This design comes from an exercise in tuning for small area and a short achievable clock period on the open sky130 flow, not from production work.
At most, simulation tests tie the RTL to the original design; equivalence was not proved.
No driver is modelled on the clock port, so clock power and skew are understated where the tree is cut down; a real chip needs a root buffer or a tree.
Power and IR drop assume default switching activity.

Setup of 11-21:
==> flow/design.v (excerpt) <==
module hb_task_queue_top (
    input  logic        clk,
    input  logic        reset,             
    input  logic        push_req,
    input  logic [31:0] data_in,
    input  logic        pop_req,
    output logic        full,
    output logic        valid_out,
    output logic [31:0] data_out,
    input  logic        consumer_ready,
    output logic        dist_out_valid,
    output logic [31:0] dist_out_data,
    output logic [1:0]  grant_out,
    output logic [1:0]  served_bank
);
    logic q_empty;
    hb_task_queue_core #(.DEPTH(16), .WIDTH(32)) dut_queue (
        .clk(clk),
        .reset(reset),
        .push_req(push_req),
        .data_in(data_in),
        .full(full),
        .valid_out(valid_out),
        .data_out(data_out),
        .pop_req(pop_req),
        .empty(q_empty)
    );
    hb_task_distributor distributor (
        .clk(clk),
        .reset(reset),
        .in_valid(!q_empty),
        .in_data(data_out),
        .out_valid(dist_out_valid),
        .out_data(dist_out_data),
        .consumer_ready(consumer_ready)
    );
    hb_arbiter_banked arbiter (
        .clk(clk),
        .reset(reset),
        .in_valid(!q_empty),
        .in_data(data_out),
        .grant_out(grant_out),
        .served_bank(served_bank)
    );
endmodule
clock: 3.6 ns
lec_check: 0
cap_margin: 20
core_margin: 2
core_utilization: 40
cts_cluster_diameter: 40
cts_cluster_size: 30
setup_slack_margin: 1.8
slew_margin: 20
run.sh (not shown) runs the stock make flow with config.mk's settings and CLKGATE_MAP_FILE= SYNTH_SCRIPT=/design/flow/synth_recipe.tcl, a recipe that flattens the netlist after the stock synthesis.
11-21: PASS, flow complete, no timing, DRC or antenna violations
## Diff of input files: 01-02 against 11-21
Settings: CTS_CLUSTER_SIZE no longer set, was 30; CTS_CLUSTER_DIAMETER no longer set, was 40.
Results
- 01-02 vs 11-21, maximum vdd ir drop went up by about 34%.
- Capturing element of the worst setup path: data_out[1] -> 11-21, data_out[22] -> 01-02
- 01-02 ends up with a DRC marker count from the first detailed-route iteration that is 48 higher than in 11-21.
- | register area | 11-21 vs 01-02 | ≈ equal |
- The higher count of clock-buffer cells in the layout came out of 11-21.
- Against 11-21, wire length of the first global-routing pass in 01-02 came out better.
- Average wire length per cell after detail routing grows slightly when moving from 11-21 to 01-02.
- Between 01-02 and 11-21, the difference in buffer depth of the longest clock path is negligible.
- | maximum single-stage delay on the critical path | 01-02 vs 11-21 | 20 ps lower |
- The hold slack of 01-02 was superior to that of 11-21.
- The run showing the smaller utilization is 01-02.
- 11-21 was routed with more vias than 01-02.

Setup of before:
hb_task_queue_top, a different RTL version from the one above (not shown whole).
For scale: roughly 1000 cells after synthesis, roughly 570 flip-flops, about 110 I/O pins, about 0.020 mm^2 of cells after synthesis.
==> flow/config.mk <==
export PLATFORM = sky130hd
export DESIGN_NAME = hb_task_queue_top
export DESIGN_NICKNAME = hb_task_queue_top
export VERILOG_FILES = /design/flow/design.v
export SDC_FILE = /design/flow/constraint.sdc
export NUM_CORES = 4
export LEC_CHECK = 0
export CAP_MARGIN = 20
export CORE_MARGIN = 2
export CORE_UTILIZATION = 60
export PLACE_DENSITY = 0.72
export SETUP_SLACK_MARGIN = 1.95
export SLEW_MARGIN = 20
export SYNTH_HIERARCHICAL = 1
export SYNTH_MINIMUM_KEEP_SIZE = 0
==> flow/constraint.sdc <==
create_clock -name core_clock -period 3.6 [get_ports {clk}]
set_input_delay 0.7200 -clock core_clock [delete_from_list [all_inputs] [get_ports {clk}]]
set_output_delay 0.7200 -clock core_clock [all_outputs]
set_load 0.01 [all_outputs]
standard.sh (not shown) runs the stock make flow with config.mk's settings and CLKGATE_MAP_FILE= SYNTH_SCRIPT=/design/flow/synth_recipe.tcl, a recipe that flattens the netlist after the stock synthesis.
==> flow/flow/run.sh <==
#!/bin/bash
# Own layout flow: the standard ORFS flow, with two changes:
#  - the clock tree is built by flow/pre_cts.tcl (two inverter levels) in
#    place of TritonCTS;
#  - every port gets a buf_1 as its port buffer.
# Each ORFS step writes its full log under orfs/logs/; make's own output goes
# to flow_make.log in the work folder.
set -euo pipefail
W=$(pwd)
bash standard.sh \
  PRE_CTS_TCL="$W/flow/pre_cts.tcl" \
  BUFFER_PORTS_ARGS="-buffer_cell sky130_fd_sc_hd__buf_1" \
  finish > "$W/flow_make.log" 2>&1
Other scripts of this flow, unchanged in this note and not shown: flow/flow/mtree.tcl, flow/flow/pre_cts.tcl
Here is what was changed in the inputs of after compared with before.
Settings: SETUP_SLACK_MARGIN now 1.9, was 1.95.
Findings:
after against before: post-route cell area shrank by about 2.7%; count of routing violations after the opening detailed-route iteration down about 10%; total number of vias decreased 408. Capture point of the worst path = dut_queue.head_q[17]: after; capture point of the worst path = dut_queue.rsel[7]: before. Looking at relative contribution of sequential cells to total power, after sits 0.6 points higher than before does. The final layout from before, which completed every stage, passed the timing, DRC and antenna checks at the end of the flow. after went all the way through the flow, and no timing, DRC or antenna check failed. Of before and after, the run reporting the lower fraction of area in registers was before. When after is measured against before, its worst setup slack turns out 150 ps higher. The run showing the smaller delay of the slowest critical-path stage is before.
Function was not checked in any run of this note: the RTL went through the layout flow alone. In every run of this note, the design's own scripts or RTL, not TritonCTS, make the clock network.

== oak ==
The RTL this note starts from:
==> flow/design.v <==
module hb_task_queue_core #(
    parameter DEPTH = 16,
    parameter WIDTH = 32
)(
    input  logic clk,
    input  logic reset,                  
    input  logic push_req,
    input  logic [WIDTH-1:0] data_in,
    output logic full,
    output logic valid_out,
    output logic [WIDTH-1:0] data_out,
    input  logic pop_req,
    output logic empty                   
);
    localparam RDEPTH = DEPTH - 1;       
    logic [WIDTH-1:0]  head_q;
    logic [WIDTH-1:0]  slot [0:RDEPTH-1];
    logic [DEPTH:0]    occ;              
    logic [RDEPTH-1:0] rsel;             
    logic              valid_q, full_q;  
    logic              le1_q;            
    logic              mid_q;            
    assign data_out  = head_q;
    assign valid_out = valid_q;
    assign full      = full_q;
    assign empty     = occ[0];
    assign occ       = {rsel, valid_q & le1_q, !valid_q};
    wire head_en = occ[0] || pop_req;
    logic [WIDTH-1:0] head_d;
    always_comb begin
        head_d = le1_q ? data_in : '0;
        for (int j = 0; j < RDEPTH; j++)
            head_d = head_d | (rsel[j] ? slot[j] : '0);
    end
    always_ff @(posedge clk) begin
        if (head_en)
            head_q <= head_d;
    end
    wire shift = push_req && mid_q;
    always_ff @(posedge clk) begin
        if (shift) begin
            slot[0] <= data_in;
            for (int j = 1; j < RDEPTH; j++)
                slot[j] <= slot[j-1];
        end
    end
    logic [DEPTH:0] occ_up, occ_dn, occ_both;
    always_comb begin
        occ_up            = {occ[DEPTH-1:0], 1'b0};
        occ_up[DEPTH]     = occ[DEPTH-1] | occ[DEPTH];
        occ_dn            = {1'b0, occ[DEPTH:1]};
        occ_dn[0]         = occ[0] | occ[1];
        occ_both          = occ;
        occ_both[0]       = 1'b0;
        occ_both[1]       = occ[0] | occ[1];
        occ_both[DEPTH-1] = occ[DEPTH-1] | occ[DEPTH];
        occ_both[DEPTH]   = 1'b0;
    end
    logic s_hold, s_push, s_pop, s_both;
    hb_req_decode decode (
        .push_req(push_req),
        .pop_req(pop_req),
        .reset(reset),
        .s_hold(s_hold),
        .s_push(s_push),
        .s_pop(s_pop),
        .s_both(s_both)
    );
    wire [DEPTH:0] occ_n = ({(DEPTH+1){s_hold}} & occ)
                         | ({(DEPTH+1){s_push}} & occ_up)
                         | ({(DEPTH+1){s_pop}}  & occ_dn)
                         | ({(DEPTH+1){s_both}} & occ_both)
                         | {{DEPTH{1'b0}}, reset};
    always_ff @(posedge clk) begin
        rsel    <= occ_n[DEPTH:2];
        valid_q <= !occ_n[0];
        full_q  <= occ_n[DEPTH];
        le1_q   <= occ_n[0] | occ_n[1];
        mid_q   <= !occ_n[0] && !occ_n[DEPTH];
    end
endmodule
module hb_req_decode (
    input  logic push_req,
    input  logic pop_req,
    input  logic reset,
    output logic s_hold,
    output logic s_push,
    output logic s_pop,
    output logic s_both
);
    assign s_hold = !reset && !push_req && !pop_req;
    assign s_push = !reset &&  push_req && !pop_req;
    assign s_pop  = !reset && !push_req &&  pop_req;
    assign s_both = !reset &&  push_req &&  pop_req;
endmodule
module hb_task_distributor (
    input  logic clk,
    input  logic reset,                  
    input  logic in_valid,
    input  logic [31:0] in_data,
    output logic out_valid,
    output logic [31:0] out_data,
    input  logic consumer_ready
);
    logic buffered_valid;                
    logic buffered_empty;                
    logic [31:0] buffered_data;
    assign out_valid = buffered_valid;
    assign out_data  = buffered_data;
    always_ff @(posedge clk) begin
        if (in_valid && buffered_empty)
            buffered_data <= in_data;
        else
            buffered_data <= buffered_data & {32{!buffered_empty}};
    end
    logic valid_n;
    always_comb begin
        if (buffered_empty)
            valid_n = in_valid;
        else
            valid_n = !consumer_ready;
    end
    always_ff @(posedge clk) begin
        if (reset) begin
            buffered_valid <= 1'b0;
            buffered_empty <= 1'b1;
        end else begin
            buffered_valid <= valid_n;
            buffered_empty <= !valid_n;
        end
    end
endmodule
module hb_arbiter_banked (
    input  logic clk,
    input  logic reset,                  
    input  logic in_valid,
    input  logic [31:0] in_data,
    output logic [1:0] grant_out,
    output logic [1:0] served_bank
);
    logic rr;
    logic [1:0] grant;
    assign grant_out   = grant;
    assign served_bank = grant;
    always_ff @(posedge clk) begin
        if (reset) begin
            grant <= 2'b00;
            rr    <= 1'b0;
        end else begin
            grant <= in_valid ? (rr ? 2'b10 : 2'b01) : 2'b00;
            if (in_valid) rr <= ~rr;
        end
    end
endmodule
module hb_task_queue_top (
    input  logic        clk,
    input  logic        reset,             
    input  logic        push_req,
    input  logic [31:0] data_in,
    input  logic        pop_req,
    output logic        full,
    output logic        valid_out,
    output logic [31:0] data_out,
    input  logic        consumer_ready,
    output logic        dist_out_valid,
    output logic [31:0] dist_out_data,
    output logic [1:0]  grant_out,
    output logic [1:0]  served_bank
);
    logic q_empty;
    hb_task_queue_core #(.DEPTH(16), .WIDTH(32)) dut_queue (
        .clk(clk),
        .reset(reset),
        .push_req(push_req),
        .data_in(data_in),
        .full(full),
        .valid_out(valid_out),
        .data_out(data_out),
        .pop_req(pop_req),
        .empty(q_empty)
    );
    hb_task_distributor distributor (
        .clk(clk),
        .reset(reset),
        .in_valid(!q_empty),
        .in_data(data_out),
        .out_valid(dist_out_valid),
        .out_data(dist_out_data),
        .consumer_ready(consumer_ready)
    );
    hb_arbiter_banked arbiter (
        .clk(clk),
        .reset(reset),
        .in_valid(!q_empty),
        .in_data(data_out),
        .grant_out(grant_out),
        .served_bank(served_bank)
    );
endmodule
clock: 3.6 ns
lec_check: 0
cap_margin: 20
core_margin: 2
core_utilization: 60
place_density: 0.72
setup_slack_margin: 1.85
slew_margin: 20
synth_hierarchical: 1
synth_minimum_keep_size: 0
Scripts as last shown in full above: flow/flow/run.sh
Other scripts of this flow, unchanged in this note and not shown: flow/flow/mtree.tcl, flow/flow/pre_cts.tcl
The flow did not stop early for oak: all stages ran, and the layout cleared the timing, DRC and antenna checks.
Input changes introduced in pine (baseline for comparison: oak):
Settings: swapping 1.85 for 1.95 in SETUP_SLACK_MARGIN.
### Flow results
- oak has higher worst setup margin than pine.
- Diff oak -> pine | routed wire length | up by a few percent
- oak and pine ended up with roughly the same clock input transition at the sequential cells of the worst setup and hold paths.
- pine against oak; total chip power is up slightly.
- Of the two values seen for timing endpoint of the critical path, dut_queue.rsel[6]$_DFF_P_ was produced by pine and dut_queue.slot[10][23]$_DFFE_PP_ by oak.
- oak → pine: final core utilization now sits higher; hold slack ~0 delta.
What birch does differently from pine at the input level:
Settings: SETUP_SLACK_MARGIN now 1.9, was 1.95.
[summary]
- Of pine and birch, the lower routed wire length belongs to birch.
- Taking pine over birch, the post-cts gate resize count ratio works out to 1.5.
- When birch is set beside pine, its final area turns out to be about 2.4% smaller.
- Logic depth of the worst setup path including buffers in birch is 1 lower than in pine
- In the reports for pine and birch, the larger global-route wire length before repair belongs to pine.
- birch vs pine, top routing layer in use: met4 vs met5
- [compare] base=pine new=birch: synthesis-to-layout area growth went down by 2.7 points; sequential power level; number of nets in the layout saw a decrease; clock network latency to the later pin of the worst-skew pair comparable.
No run of this note takes its clock network from TritonCTS; it comes from the design's own scripts or RTL.

RTL: one of the versions met above, not the one the previous note started from.
Size: roughly 1000 cells after synthesis, ~570 flip-flops, about 110 I/O pins.
Settings: LEC_CHECK=0, CAP_MARGIN=20, CORE_MARGIN=2, CORE_UTILIZATION=40, SETUP_SLACK_MARGIN=2.1, SLEW_MARGIN=20; clock period 3.6 ns.
==> flow/flow/run.sh <==
#!/bin/bash
# Own layout flow: the standard ORFS flow, with two changes:
#  - the clock tree is built by flow/pre_cts.tcl (a two-level tree) in
#    place of TritonCTS;
#  - every port gets a buf_2 as its port buffer.
# Each ORFS step writes its full log under orfs/logs/; make's own output goes
# to flow_make.log in the work folder.
set -euo pipefail
W=$(pwd)
bash standard.sh \
  PRE_CTS_TCL="$W/flow/pre_cts.tcl" \
  BUFFER_PORTS_ARGS="-buffer_cell sky130_fd_sc_hd__buf_2" \
  finish > "$W/flow_make.log" 2>&1
Other scripts of this flow, unchanged in this note and not shown: flow/flow/mtree.tcl, flow/flow/pre_cts.tcl
The first run produced a clean layout.
Edit:
- SETUP_SLACK_MARGIN: 2.1 -> 1.9
The new run went through all stages and came out clean; sequential share of layout area is higher by 8.6 points; cell area is lower by 12%; via count is lower by 9.2%; setup slack improves by 0.020 ns; synthesized area is unchanged; first-iteration DRC count is lower by 5.7%; worst hold slack is about the same; total power is lower by 5.5%; fmax is higher by 1.2%; final cell count is lower by 6.2%; die area stays the same.
In every run of this note, the design's own scripts or RTL, not TritonCTS, make the clock network.

== main ==
hb_task_queue_top, a different RTL version from the one above (not shown whole).
Size in the first run: about 1200 cells after synthesis, about 570 flip-flops.
==> flow/config.mk <==
export PLATFORM = sky130hd
export DESIGN_NAME = hb_task_queue_top
export DESIGN_NICKNAME = hb_task_queue_top
export VERILOG_FILES = /design/flow/design.v
export SDC_FILE = /design/flow/constraint.sdc
export NUM_CORES = 4
export LEC_CHECK = 0
export CAP_MARGIN = 20
export CORE_MARGIN = 2
export CORE_UTILIZATION = 40
export SETUP_SLACK_MARGIN = 2.2
export SLEW_MARGIN = 20
==> flow/constraint.sdc <==
create_clock -name core_clock -period 3.6 [get_ports {clk}]
set_input_delay 0.7200 -clock core_clock [delete_from_list [all_inputs] [get_ports {clk}]]
set_output_delay 0.7200 -clock core_clock [all_outputs]
set_load 0.01 [all_outputs]
run.sh (not shown) runs the stock make flow with config.mk's settings and CLKGATE_MAP_FILE= SYNTH_SCRIPT=/design/flow/synth_recipe.tcl, a recipe that flattens the netlist after the stock synthesis.
Stock flow here: none of the scripts above is used.
For the feature branch, these inputs were changed with respect to main:
- SETUP_SLACK_MARGIN: 2.2 -> unset
==> comparison <==
- [compare] base=main new=the feature branch: relative area of clock buffers and inverters in the final design grew by 1.7 points; placed wire-length estimate shows an increase of 2.8%.
- Cmp main and the feature branch / final critical path time including I/O delays and setup / higher: the feature branch
- Against main, routed wire length in the feature branch fell by more than a quarter.
- In the feature branch, number of buffers inserted by post-CTS setup repair is lower than in main.
- Final setup skew was lower in the run labelled main.
- Comparing final-layout clock buffer total for main and the feature branch, the smaller number came from main.
- Delta (the feature branch minus main): hold slack now sits higher, final worst setup slack now sits lower, critical path depth in cells now sits lower.

Setup of job 101:
Another version of the RTL of hb_task_queue_top (not shown whole).
Size in the first run: about 1100 cells after synthesis, roughly 110 I/O pins, roughly 20000 sq um of cells after synthesis.
Design hb_task_queue_top, start of the top module:
module hb_task_queue_top (
    input  logic        clk,
    input  logic        reset,             
    input  logic        push_req,
    input  logic [31:0] data_in,
    input  logic        pop_req,
    output logic        full,
    output logic        valid_out,
    output logic [31:0] data_out,
    input  logic        consumer_ready,
    output logic        dist_out_valid,
    output logic [31:0] dist_out_data,
    output logic [1:0]  grant_out,
    output logic [1:0]  served_bank
);
clock: 3.6 ns
lec_check: 0
cap_margin: 20
core_margin: 2
core_utilization: 60
place_density: 0.72
setup_slack_margin: 2.05
slew_margin: 20
synth_hierarchical: 1
synth_minimum_keep_size: 0
standard.sh (not shown) runs the stock make flow with config.mk's settings and CLKGATE_MAP_FILE= SYNTH_SCRIPT=/design/flow/synth_recipe.tcl, a recipe that flattens the netlist after the stock synthesis.
==> flow/flow/run.sh <==
#!/bin/bash
# Own layout flow: the standard ORFS flow, with two changes:
#  - the clock tree is built by flow/pre_cts.tcl (two inverter levels) in
#    place of TritonCTS;
#  - every port gets a buf_2 as its port buffer.
# Each ORFS step writes its full log under orfs/logs/; make's own output goes
# to flow_make.log in the work folder.
set -euo pipefail
W=$(pwd)
bash standard.sh \
  PRE_CTS_TCL="$W/flow/pre_cts.tcl" \
  BUFFER_PORTS_ARGS="-buffer_cell sky130_fd_sc_hd__buf_2" \
  finish > "$W/flow_make.log" 2>&1
==> flow/flow/pre_cts.tcl <==
# Sourced by ORFS's cts.tcl before clock tree synthesis (PRE_CTS_TCL).
# Replaces TritonCTS with a two-level tree built by manual_cts: four root
# inverters on the clock port, each driving a group of leaf inverters, each
# leaf inverter driving a compact cluster of about 24 flip-flops. Two
# single-stage inverter levels instead of TritonCTS's three buffer levels:
# the clock arrives at every register earlier, with the same small skew.
source [file join [file dirname [info script]] mtree.tcl]

rename clock_tree_synthesis tritoncts_clock_tree_synthesis
proc clock_tree_synthesis {args} {
  set n [llength [[[ord::get_db_block] findNet clk] getITerms]]
  set nleaf [expr {max(4, ($n + 23) / 24)}]
  manual_cts 4 $nleaf sky130_fd_sc_hd__inv_16 sky130_fd_sc_hd__inv_16
  set_propagated_clock [all_clocks]
}
Other scripts of this flow, unchanged in this note and not shown: flow/flow/mtree.tcl
Job 101: all stages complete, timing, DRC and antenna checks passed
diff inputs: job 101 => job 102
Settings: swapping 0.72 for 0.8 in PLACE_DENSITY; swapping 2.05 for 1.9 in SETUP_SLACK_MARGIN; swapping 60 for 70 in CORE_UTILIZATION.
--- a/flow/flow/run.sh
+++ b/flow/flow/run.sh
@@ -4,3 +4,3 @@
 #    place of TritonCTS;
-#  - every port gets a buf_2 as its port buffer.
+#  - every port gets a buf_1 as its port buffer.
 # Each ORFS step writes its full log under orfs/logs/; make's own output goes
@@ -11,3 +11,3 @@
   PRE_CTS_TCL="$W/flow/pre_cts.tcl" \
-  BUFFER_PORTS_ARGS="-buffer_cell sky130_fd_sc_hd__buf_2" \
+  BUFFER_PORTS_ARGS="-buffer_cell sky130_fd_sc_hd__buf_1" \
   finish > "$W/flow_make.log" 2>&1
--- a/flow/flow/pre_cts.tcl
+++ b/flow/flow/pre_cts.tcl
@@ -3,3 +3,3 @@
 # inverters on the clock port, each driving a group of leaf inverters, each
-# leaf inverter driving a compact cluster of about 24 flip-flops. Two
+# leaf inverter driving a compact cluster of about 18 flip-flops. Two
 # single-stage inverter levels instead of TritonCTS's three buffer levels:
@@ -11,4 +11,4 @@
   set n [llength [[[ord::get_db_block] findNet clk] getITerms]]
-  set nleaf [expr {max(4, ($n + 23) / 24)}]
-  manual_cts 4 $nleaf sky130_fd_sc_hd__inv_16 sky130_fd_sc_hd__inv_16
+  set nleaf [expr {max(4, ($n + 17) / 18)}]
+  manual_cts 4 $nleaf sky130_fd_sc_hd__inv_16 sky130_fd_sc_hd__inv_8
   set_propagated_clock [all_clocks]
==> summary.txt <==
Job 102 completed; timing, DRC and antenna clean. Job 102 vs. job 101: cell area after layout fell by about 7%, fmax fell by 3.4%, total power fell by 540 uW.
What job 103 does differently from job 102 at the input level:
Settings: PLACE_DENSITY changed from 0.8 to 0.72; CORE_UTILIZATION changed from 70 to 60.
--- a/flow/flow/run.sh
+++ b/flow/flow/run.sh
@@ -4,3 +4,3 @@
 #    place of TritonCTS;
-#  - every port gets a buf_1 as its port buffer.
+#  - every port gets a buf_2 as its port buffer.
 # Each ORFS step writes its full log under orfs/logs/; make's own output goes
@@ -11,3 +11,3 @@
   PRE_CTS_TCL="$W/flow/pre_cts.tcl" \
-  BUFFER_PORTS_ARGS="-buffer_cell sky130_fd_sc_hd__buf_1" \
+  BUFFER_PORTS_ARGS="-buffer_cell sky130_fd_sc_hd__buf_2" \
   finish > "$W/flow_make.log" 2>&1
--- a/flow/flow/pre_cts.tcl
+++ b/flow/flow/pre_cts.tcl
@@ -3,3 +3,3 @@
 # inverters on the clock port, each driving a group of leaf inverters, each
-# leaf inverter driving a compact cluster of about 18 flip-flops. Two
+# leaf inverter driving a compact cluster of about 24 flip-flops. Two
 # single-stage inverter levels instead of TritonCTS's three buffer levels:
@@ -11,4 +11,4 @@
   set n [llength [[[ord::get_db_block] findNet clk] getITerms]]
-  set nleaf [expr {max(4, ($n + 17) / 18)}]
-  manual_cts 4 $nleaf sky130_fd_sc_hd__inv_16 sky130_fd_sc_hd__inv_8
+  set nleaf [expr {max(4, ($n + 23) / 24)}]
+  manual_cts 4 $nleaf sky130_fd_sc_hd__inv_16 sky130_fd_sc_hd__inv_16
   set_propagated_clock [all_clocks]
Findings:
- Switching fraction of total power ended up 1.2 points higher on job 103 than on job 102.
- Delta (job 103 minus job 102): post-synthesis simple-gate area fraction has remained practically unchanged; worst setup slack before clock tree synthesis has increased.
- | total vias in the final route | job 103 vs job 102 | better |
- Cmp job 102 and job 103 / depth of the worst register-to-register path / lower: job 103
- Share of total power in combinational logic: job 103 > job 102
- Summary of job 103 over job 102: clock power increased about 13%, layout overhead on the synthesized area increased 1.8 points, clock share of power increased 2.2 points.
- In the flow results for job 102 and job 103, the met1 global-route usage is larger on job 102.
diff inputs: job 103 => job 104
Settings: swapping 1.9 for 1.95 in SETUP_SLACK_MARGIN.
Higher average via count per standard cell among job 103 and job 104: job 104
Largest fanout on the critical path for job 104: 1 up relative to job 103
Lower data arrival at the endpoint of the critical path goes to job 103 over job 104.
The number of nets at the end of the flow reported for job 104 is greater than that of job 103 by 29.
Diff job 103 -> job 104: clock group share of total power now sits at about the same level; global routing met2 resource utilization now sits higher; setup slack now sits lower.
Job 104 ended up with a higher area used by multi-input combinational logic than job 103 did.
In every run of this note, the design's own scripts or RTL, not TritonCTS, make the clock network.

==> static timing again, ports no longer ideal <==
In the flow no input, the clock included, has a driving cell. The finished layouts below were timed again as built, in two steps. Step 1 sets driving cells, clkbuf_16 on the clock port and buf_2 on the other inputs (assumed; they add their load-dependent delay and slew). Step 2 times the ports against the registers' clock, not the clock port: input delays grow and output delays shrink by t, the midpoint of the rising clock arrivals with the driver on. Slacks: no drivers / after step 1 / after step 2; pairs: no drivers / after step 1.
run | t, ns | slack for setup (ns) | pins driven straight from the clock port
11-21 | 0.648 | 1.638 / 1.583 / 1.224 | 1
01-02 | 0.657 | 1.633 / 1.583 / 1.218 | 1
before | 0.391 | 1.704 / 1.775 / 1.506 | 4
after | 0.384 | 1.849 / 1.821 / 1.686 | 4
oak | 0.384 | 1.841 / 1.819 / 1.647 | 4
pine | 0.384 | 1.783 / 1.820 / 1.539 | 4
birch | 0.373 | 1.946 / 1.744 / 1.698 | 4
the first run of note 4 | 0.474 | 1.826 / 1.705 / 1.492 | 4
the second run of note 4 | 0.472 | 1.846 / 1.760 / 1.462 | 4
main | 0.673 | 1.550 / 1.550 / 0.975 | 1
the feature branch | 0.669 | 0.970 / 0.915 / 0.588 | 1
job 101 | 0.413 | 1.919 / 1.812 / 1.679 | 4
job 102 | 0.384 | 1.860 / 1.828 / 1.635 | 4
job 103 | 0.412 | 1.928 / 1.765 / 1.669 | 4
job 104 | 0.410 | 1.906 / 1.776 / 1.663 | 4
After both steps every run listed still meets setup and hold. The setup slack of main, which loses most, moves by 0.000 ns with the drivers and by -0.575 ns with both steps.
